Context: an optimization exercise on an open-source flow, tuned for small area, a short achievable clock period and few clock cycles. The choices shown serve that exercise and are no tape-out recipe. The RTL was checked by simulation tests, not by an equivalence proof against the original design. No activity file was given, so power comes from the tool's default toggle rates.

==> flow/design.v <==
module quantize #(
	parameter INPUT_DW = 24,
	parameter INPUT_IT = 17,
	parameter INPUT_PC = 6,
	parameter OUTPUT_DW = 8,
	parameter OUTPUT_IT = 4,
	parameter OUTPUT_PC = 3
)
(
	input  logic signed [INPUT_DW-1:0] ori_data,
	output logic signed [OUTPUT_DW-1:0] quantized_data
);
logic signed [INPUT_IT+OUTPUT_PC:0] round; 
logic signed carry_bit;
assign carry_bit = ori_data[INPUT_DW-1] ? ( ori_data[INPUT_PC-OUTPUT_PC-1] & (|ori_data[INPUT_PC-OUTPUT_PC-2:0]) ) : ori_data[INPUT_PC-OUTPUT_PC-1] ;
assign round = {ori_data[INPUT_DW-1], ori_data[INPUT_DW-1:INPUT_PC-OUTPUT_PC]} + carry_bit;
assign quantized_data = (round[(INPUT_IT+OUTPUT_PC) -: (INPUT_IT-OUTPUT_IT+1)] == {(INPUT_IT-OUTPUT_IT+1){1'b0}} ||
		round[(INPUT_IT+OUTPUT_PC) -: (INPUT_IT-OUTPUT_IT+1)] == {(INPUT_IT-OUTPUT_IT+1){1'b1}})
		? round[OUTPUT_DW-1:0]:  
		{round[INPUT_IT+OUTPUT_PC],{(OUTPUT_DW-1){!round[INPUT_IT+OUTPUT_PC]}}} ;  
endmodule
module shift_register #(
    parameter LEN = 4
)(
    input clk,
    input rst_n,
    input [7:0] din,
    input logic ren_n,
    output logic [7:0] dout
);
    logic [7:0] shift_reg [0:LEN-1];
    always_ff @(posedge clk) begin
        for (int i=0;i<LEN;i++) begin
            if (i==0) begin
                if (!rst_n) begin
                    shift_reg[i] <= 0;
                end
                else begin
                    if (ren_n) begin
                        shift_reg[i] <= 0;
                    end
                    else begin
                        shift_reg[i] <= din;
                    end
                end
            end
            else begin
                if (!rst_n) begin
                    shift_reg[i] <= 0;
                end
                else begin
                    shift_reg[i] <= shift_reg[i-1];
                end
            end
        end
    end
    assign dout = shift_reg[LEN-1];
endmodule
module shift_array #(
    parameter N = 8
) (
    input clk,
    input rst_n,
    input logic [N-1:0] [7:0] data_in,  
    input logic ren_n,
    output logic [N-1:0] [7:0]  data_out
);
    logic ren_n_r;
    always_ff @ (posedge clk) begin
        ren_n_r <= ren_n;
    end
    assign data_out[0] = (ren_n_r) ? 0:data_in[0];
    generate
        for (genvar i=1;i<N;i++) begin
            shift_register #(.LEN(i))
            u_shift_reg (
                .clk(clk),
                .rst_n(rst_n),
                .din(data_in[i]),
                .ren_n(ren_n_r),
                .dout(data_out[i])
            );
        end
    endgenerate
endmodule
module systolic_NxN_cfg
#(
    parameter N = 8
)(
    input clk,
    input rst_n,
    input logic start,
    input logic clear,
    output logic calc_done,
    output logic dout_done,
    input logic [7:0] k_param,  
    input logic out_mode,  
    input logic signed [N-1:0] [7:0] row_in,
    input logic signed [N-1:0] [7:0] col_in,
    output logic [12:0] raddr,
    output logic [12:0] waddr,
    output logic ren_n,  
    output logic wen_n,  
    output logic signed [N-1:0] [23:0] row_out, col_out
);
logic signed [7:0]  pe_a    [0:N-1][0:N-1];
logic signed [7:0]  pe_b    [0:N-1][0:N-1];
logic signed [23:0] pe_psum [0:N-1][0:N-1];
logic [7:0] cnt, shift_cnt, clear_cnt;
logic busy, shift_busy, calc_busy, calc_busy_r, clear_r;
always_ff @(posedge clk or negedge rst_n) begin
    if (!rst_n) begin
        cnt <= 0;
    end 
    else begin
        if (start) begin
            cnt <= 0;
        end
        else if (busy) begin
            cnt <= cnt + 1;
        end
    end
end
always_ff @(posedge clk or negedge rst_n) begin
    if (!rst_n) begin
        shift_cnt <= 0;
    end
    else begin
        shift_cnt <= cnt;
    end
end
always_ff @(posedge clk or negedge rst_n) begin
    if (!rst_n) begin
        busy <= 0;
    end 
    else begin
        if (start) begin
            busy <= 1;
        end
        else if (cnt == 2*N+k_param-3) begin
            busy <= 0;
        end
    end
end
always_ff @(posedge clk or negedge rst_n) begin
    if (!rst_n) begin
        shift_busy <= 0;
        calc_busy <= 0;
        calc_busy_r <= 0;
    end
    else begin
        shift_busy <= busy;
        calc_busy <= shift_busy;
        calc_busy_r <= calc_busy;
    end
end
always_ff @(posedge clk or negedge rst_n) begin
    if (!rst_n) begin
        calc_done <= 0;
    end
    else begin
        if (calc_busy_r && !calc_busy) begin
            calc_done <= 1;
        end
        else begin
            calc_done <= 0;
        end
    end
end
always_ff @(posedge clk or negedge rst_n) begin
    if (!rst_n) begin
        clear_r <= 0;
    end
    else begin
        if (clear) begin
            clear_r <= 1;
        end
        else if (clear_cnt == N-1) begin
            clear_r <= 0;
        end
    end
end
always_ff @(posedge clk or negedge rst_n) begin
    if (!rst_n) begin
        clear_cnt <= 0;
    end
    else begin
        if (clear_cnt == N-1) begin
            clear_cnt <= 0;
        end
        else if (clear_r) begin
            clear_cnt <= clear_cnt + 1;
        end
    end
end
assign dout_done = (clear_cnt == N-1) ? 1:0;
always_ff @(posedge clk or negedge rst_n) begin: shift_reg
    if (!rst_n) begin
        for (int i=0;i<N;i++) begin
            for (int j=0;j<N;j++) begin
                pe_a[i][j] <= 0;
                pe_b[i][j] <= 0;
            end
        end
    end 
    else begin
        if (shift_busy || calc_busy) begin
            for (int i=0;i<N;i++) begin
                pe_a[i][0] <= row_in[i];
            end
            for (int j=0;j<N;j++) begin
                pe_b[0][j] <= col_in[j];
            end
            for (int i=0;i<N;i++) begin
                for (int j=1;j<N;j++) begin
                    pe_a[i][j] <= pe_a[i][j-1];
                end
            end
            for (int j=0;j<N;j++) begin
                for (int i=1;i<N;i++) begin
                    pe_b[i][j] <= pe_b[i-1][j];
                end
            end
        end
    end
end
always_ff @(posedge clk or negedge rst_n) begin: MAC_calc
    if (!rst_n) begin
        for (int i=0;i<N;i++) begin
            for (int j=0;j<N;j++) begin
                pe_psum[i][j] <= 0;
            end
        end
    end
    else begin
        if (calc_busy) begin
            for (int i=0;i<N;i++) begin
                for (int j=0;j<N;j++) begin
                    pe_psum[i][j] <= pe_a[i][j] * pe_b[i][j] + pe_psum[i][j]; 
                end
            end
        end
        else if (clear_r) begin
            if (out_mode == 0) begin
                for (int i=0;i<N;i++) begin
                    pe_psum[i][N-1] <= 0;
                    for (int j=0;j<N-1;j++) begin
                        pe_psum[i][j] <= pe_psum[i][j+1]; 
                    end
                end
            end
            else begin
                for (int j=0;j<N;j++) begin
                    pe_psum[N-1][j] <= 0;
                    for (int i=0;i<N-1;i++) begin
                        pe_psum[i][j] <= pe_psum[i+1][j]; 
                    end
                end
            end
        end
    end
end
assign raddr = (cnt<k_param) ? cnt:0;
assign ren_n = ((busy)&&(cnt<k_param)) ? 0:1;
always_comb begin: data_row_out
    for (int i=0;i<N;i++) begin
        row_out[i] = (out_mode == 0) ? pe_psum[i][0]:0;
    end
end
always_comb begin : data_col_out
    for (int j=0;j<N;j++) begin
        col_out[j] = (out_mode == 0) ? 0:pe_psum[0][j];
    end
end
assign waddr = clear_cnt;
assign wen_n = ! clear_r;
endmodule
module SA_with_shift_cfg #(
    parameter N = 8
) (
    input clk,
    input rst_n,
    input  logic start_all,
    input  logic [7:0] k_param,
    input  logic out_mode,  
    input  logic [7:0] row_shape,  
    input  logic [7:0] col_shape,  
    output logic done_all,
    output logic ren_n,
    output logic [12:0] raddr_row,
    input  logic [N-1:0] [7:0] rdata_row,
    output logic [12:0] raddr_col,
    input  logic [N-1:0] [7:0] rdata_col,
    output logic wen_n,
    output logic [12:0] waddr,
    output logic [N-1:0] [7:0] data_out
);
logic [N-1:0] [7:0] shift_row, shift_col;
logic [12:0] raddr;
logic [N-1:0] [23:0] sytsolic_out;
logic [7:0] a_shape, b_shape;
assign a_shape = out_mode ? col_shape:row_shape;
assign b_shape = out_mode ? row_shape:col_shape;
shift_array #(.N(N))
u_shift_array_row (
    .clk(clk),
    .rst_n(rst_n),
    .data_in(rdata_row),
    .ren_n(ren_n),
    .data_out(shift_row)
);
shift_array #(.N(N))
u_shift_array_col (
    .clk(clk),
    .rst_n(rst_n),
    .data_in(rdata_col),
    .ren_n(ren_n),
    .data_out(shift_col)
);
logic start, clear, calc_done, dout_done;
assign start = (start_all || (dout_done && !done_all)) ? 1:0;
assign clear = calc_done;
logic [7:0] row_cnt, col_cnt;
logic [12:0] wb_base_addr, waddr_out;
always_ff @(posedge clk or negedge rst_n) begin
    if (!rst_n) begin
        row_cnt <= 0;
        col_cnt <= 0;
        wb_base_addr <= 0;
    end
    else begin
        if (dout_done) begin
            wb_base_addr <= wb_base_addr + N;
            if (col_cnt == b_shape-1) begin
                col_cnt <= 0;
                if (row_cnt == a_shape-1) begin
                    row_cnt <= 0;
                    wb_base_addr <= 0;
                end
                else begin
                    row_cnt <= row_cnt + 1;
                end
            end
            else begin
                col_cnt <= col_cnt + 1;
            end
        end
    end
end
assign done_all = ((row_cnt == a_shape-1) && (col_cnt == b_shape-1)) ? dout_done:0;
assign raddr_row = out_mode ? col_cnt * k_param + raddr:row_cnt * k_param + raddr;
assign raddr_col = out_mode ? row_cnt * k_param + raddr:col_cnt * k_param + raddr;
logic [N-1:0] [23:0] temp_out, row_out, col_out;
systolic_NxN_cfg #(.N(N))
u_systolic (
    .clk(clk),
    .rst_n(rst_n),
    .start(start),
    .clear(clear),
    .calc_done(calc_done),
    .dout_done(dout_done),
    .k_param(k_param),
    .out_mode(out_mode),
    .row_in(shift_row),
    .col_in(shift_col),
    .raddr(raddr),
    .ren_n(ren_n),
    .waddr(waddr_out),
    .wen_n(wen_n),
    .row_out(row_out),
    .col_out(col_out)
);
assign temp_out = out_mode? col_out:row_out;
assign waddr = waddr_out + wb_base_addr;
generate
    for (genvar i=0;i<N;i++) begin
        quantize u_quant_row (
            .ori_data(temp_out[i]),
            .quantized_data(data_out[i])
        );
    end
endgenerate
endmodule
module sa_accel (
    input  logic        clk,
    input  logic        rst_n,
    input  logic        start_all,
    input  logic [7:0]  k_param,
    input  logic        out_mode,
    input  logic [7:0]  row_shape,
    input  logic [7:0]  col_shape,
    output logic        done_all,
    output logic        ren_n,
    output logic [12:0] raddr_row,
    input  logic [31:0] rdata_row,
    output logic [12:0] raddr_col,
    input  logic [31:0] rdata_col,
    output logic        wen_n,
    output logic [12:0] waddr,
    output logic [31:0] data_out
);
SA_with_shift_cfg #(.N(4)) u_SA (
    .clk(clk), .rst_n(rst_n),
    .start_all(start_all), .k_param(k_param), .out_mode(out_mode),
    .row_shape(row_shape), .col_shape(col_shape), .done_all(done_all),
    .ren_n(ren_n), .raddr_row(raddr_row), .rdata_row(rdata_row),
    .raddr_col(raddr_col), .rdata_col(rdata_col),
    .wen_n(wen_n), .waddr(waddr), .data_out(data_out)
);
endmodule
==> flow/run.sh <==
#!/bin/bash
# synth_recipe.tcl (not shown) runs the flow's synth.tcl, then flattens the netlist and writes it again
# the make line also repeats each setting of config.mk as NAME=value (left out here)
make -C /OpenROAD-flow-scripts/flow DESIGN_CONFIG=/design/flow/config.mk WORK_HOME=/design/flow/orfs CLKGATE_MAP_FILE= SYNTH_SCRIPT=/design/flow/synth_recipe.tcl finish
==> flow/config.mk <==
export PLATFORM = sky130hd
export DESIGN_NAME = sa_accel
export DESIGN_NICKNAME = sa_accel
export VERILOG_FILES = /design/flow/design.v
export SDC_FILE = /design/flow/constraint.sdc
export NUM_CORES = 4
export LEC_CHECK = 0
export CAP_MARGIN = 20
export CORE_MARGIN = 2
export CORE_UTILIZATION = 40
export SLEW_MARGIN = 20
==> flow/constraint.sdc <==
create_clock -name core_clock -period 11.0 [get_ports {clk}]
set_input_delay 2.2000 -clock core_clock [delete_from_list [all_inputs] [get_ports {clk}]]
set_output_delay 2.2000 -clock core_clock [all_outputs]
set_load 0.01 [all_outputs]
==> run summary <==
-- stage by stage --
stage / instance area [um2] / hold slack (ns) / total power, mW / utilization, % / instances
floorplan: 109000 / 0.352 / 21.3 / - / 11200
global placement: 114000 / 0.422 / 28.0 / 42.1 / 14500
detailed placement: 114000 / 0.419 / 28.4 / 42.1 / 14500
CTS: 117000 / 0.432 / 32.4 / 43.4 / 14700
global route: 118000 / 0.447 / 35.5 / 43.5 / 14700
finish: 118000 / 0.432 / 32.2 / 43.5 / 14700
-- logic make-up (layout without fill, tap and decap cells) --
| logic type | Yosys count | after routing | synth area share, % |
|---|---|---|---|
| buffers and inverters | 2197 | 2190 | 7.72 |
| flip-flops | 786 | 786 | 17.7 |
| XOR/XNOR | 496 | 496 | 4.00 |
| multiplexers | 543 | 543 | 5.30 |
| other | 0 | 5 | 0 |
| AND/OR/NAND/NOR | 2748 | 2748 | 12.4 |
| adder cells (fa/ha/maj) | 2692 | 2692 | 43.1 |
| AO/OA/AOI/OAI | 1692 | 1692 | 9.78 |
-- critical path: cells and delay by family --
kind,cells,cell delay (ns)
AOI/OAI and AO/OA,9,1.85
xor gates and xnor gates,1,0.17
muxes,1,0.11
buffers and inverters,6,1.19
adders and majority gates,6,2.61
and+or+nand+nor,3,0.40
-- layout by cell type (no fill, tap or decap), types with 91 or more instances in the layout --
cell             count
ha_1               946
a211oi_1           124
a21o_1              91
mux2i_1            288
a21oi_1            479
nand3_1            121
nor2_1             512
nand2_1            901
clkbuf_16          114
o21ai_0            423
nor3_1             123
inv_1             1695
mux2_2             255
buf_4              107
xor2_1             180
xnor2_1            313
fa_1              1746
dfxtp_1             96
o211ai_1            98
clkdlybuf4s50_1    155
dfrtp_1            687
and2_1             663
-- repair_timing --
item,CTS,global route
pin swaps,0,8
gates cloned,0,0
setup buffers,0,1
endpoints found under the setup margin,1,8
gates resized for setup,1,26
-- worst paths after layout --
kind	startpoint	end	slack, ns
max	k_param[1]	raddr_col[12]	0.29
min	flop	flop	0.43
max reg2reg	u_SA.u_systolic.pe_a[9][7]	u_SA.u_systolic.pe_psum[9][19]	4.30
min reg2reg	flop	flop	0.43
max in group asynchronous	rst_n	u_SA.u_systolic.clear_r	7.41
min in group asynchronous	rst_n	u_SA.u_systolic.pe_b[3][5]	1.38
-- final cells by class --
type	instances	area, um2	share of cell area [%]
Multi-Input combinational cell	8171	81100	69.0
Timing Repair Buffer	279	2620	2.23
Sequential cell	786	19200	16.3
Clock inverter	54	596	0.507
Tap cell	3570	4470	3.80
Antenna cell	5	12.5	0.0106
Inverter	1715	6450	5.49
Clock buffer	142	3100	2.64
-- Yosys cell counts (all sizes together) (16+ instances only) --
master,n,area [um2]
nor2b,83,519
mux2i,288,2880
inv,1697,6370
nand2b,66,413
a311oi,48,420
and3,82,513
nor2,513,1930
nand3,129,656
dfxtp,97,1940
nor4,28,175
o21a,57,428
o41ai,18,158
ha,946,11800
a31o,16,140
nor3,124,626
clkbuf,400,1500
o22ai,23,144
fa,1746,35000
a31oi,74,463
a21o,91,683
o21bai,52,390
nand4,36,225
nand2,901,3380
or3,40,250
o31ai,40,305
buf,82,444
a21oi,485,2430
mux2,255,2870
xor2,182,1590
and2,665,4160
xnor2,314,2750
o211ai,98,736
dfrtp,689,17200
nand3b,25,213
a211oi,125,943
clkinv,18,67.6
o21ai,431,2160
-- power by group --
group / total (mW) / internal [mW] / switching (mW)
clock network: 3.67 / 2.10 / 1.58
registers: 6.35 / 3.90 / 2.44
logic: 22.2 / 9.69 / 12.5
-- per-layer routing --
metal	GRT usage [%]	vias up	part of all wire (%)
met1	29.9	41200	41
met2	41.2	1990	49
li1	-	35900	-
met5	0	-	0.086
met4	11.0	8	5.6
met3	2.61	588	4.3
==> results.cfg <==
[run_status]
status = finished clean

[sta]
slew_violations = 0
fin_crit_sh_pct = 97.4
max_freq_mhz = 93.4
finalHoldViolCount = 0
rsz0062_at_grt = no
tns_ns = 0
final.setup_skew_ns = 0.0839
tightest_slew_ns = 1.13
period_minus_slack_ns = 10.71
layout_setup_ws_ns = 0.291
setup_viol = 0
slew_headroom_pct = 24.7

[cts]
ctsHoldBuffers = 0
clock_path_buffers = 3
cts_buffers = 104
clockRootBuffer = clkbuf_16
cts_tree = yes
clk_latency_ns = 0.80
clock-sinks = 786
h-tree-depth = 3
path_clk_slew_ns = 0.06

[setup_path]
worstPathRequired_ns = 8.80
worst_path_max_delay_cell = fa_1
path_common_cell = o21a_1
worstPathMaxFanout = 6
endpoint_kind = output pin
reg2reg_depth = 18
critPathKind = primary input to output pin
cp.arrival_ns = 8.51
start_kind = primary input
critPathMaxStageDelay_ns = 0.54

[routing]
drt_pass1_iterations = 6
postRouteAntennaNets = 0
via_count = 79800
routedWlPerCell_um = 21.9
wirelength_um = 322000
avgViaCountPerCell = 5.42
drc = 0
drt_iter0_drc = 4949

[placed_design]
dp.final_hpwl_um = 258000
port_buffers = 165
dp_slack_ns = 0.0409
gp_congestion = 0.927

[final_layout]
top_register = u_SA.u_systolic.pe_psum
layout-drive-gt1-share_pct = 5.60
largest_register_ffs = 384
area_growth_pct = 8.27
reg_top3 = u_SA.u_systolic.pe_psum x384, u_SA.u_systolic.pe_a x128, u_SA.u_systolic.pe_b x128
num-fill-cells = 26000
layout.nets = 13800

[synthesis]
syn_nets = 13900
synthArstFlopShare_pct = 87.7
yosysWarnings = 12
yosysSeqAreaShare_pct = 17.7
synth_top_flop_cell = dfrtp_1
postSynthCellCount = 11200
syn_area_mm2 = 0.109
avgSynthCellArea_um2 = 9.73
synth_edf_count = 0
ys_seq_elements = 786
synth_cell_types = 93

[global_routing]
grt_pass1_wl_um = 514000
grt_pass1_vias = 86500
grt_max_degree = 185
grt_antenna_before_repair = 6
overflow = 0
grt_usage_pct = 23.9

[min_path]
hp-class = flop to flop
hold_path_depth = 1

[floorplanning]
num_io_pins = 166
die_w_um = 525
dieArea_mm2 = 0.276
rows = 191
core_mm2 = 0.270
start_util_pct = 40.2
die_y_um = 525

[pwr]
power_density_mw_per_mm2 = 274
ir_worst_vdd_mv = 0.311
leakage_nw = 58.0

[job]
max-cap-violations = 0
Testbench counts, summed over its fixed seeds: cycles 247,968.

-- re-timing with driven ports --
Ports are ideal in the flow. The routed layout listed here was re-timed in OpenROAD.
Step 1 (the two cells are an assumption about what drives the block):
set clk [get_ports {clk}]
set_driving_cell -lib_cell sky130_fd_sc_hd__clkbuf_16 $clk
set_driving_cell -lib_cell sky130_fd_sc_hd__buf_2 [delete_from_list [all_inputs] $clk]
Step 2, shift: input delay + t, output delay - t, t = (earliest + latest rising clock arrival at the registers) / 2. This alone moves slack from input paths to output paths.
Three values: ideal, step 1, step 2; two values: the first two.
shift t [ns]: 0.850
slack for setup (ns): 0.291 / 0.265 / 0.265
latest minus earliest clock arrival (ns): 0.084 / 0.084
slew at the worst register clock pin (ns): 0.07 / 0.07
After both steps this run still meets setup and hold. The setup slack of this run moves by -0.026 ns with the drivers and by -0.026 ns with both steps.
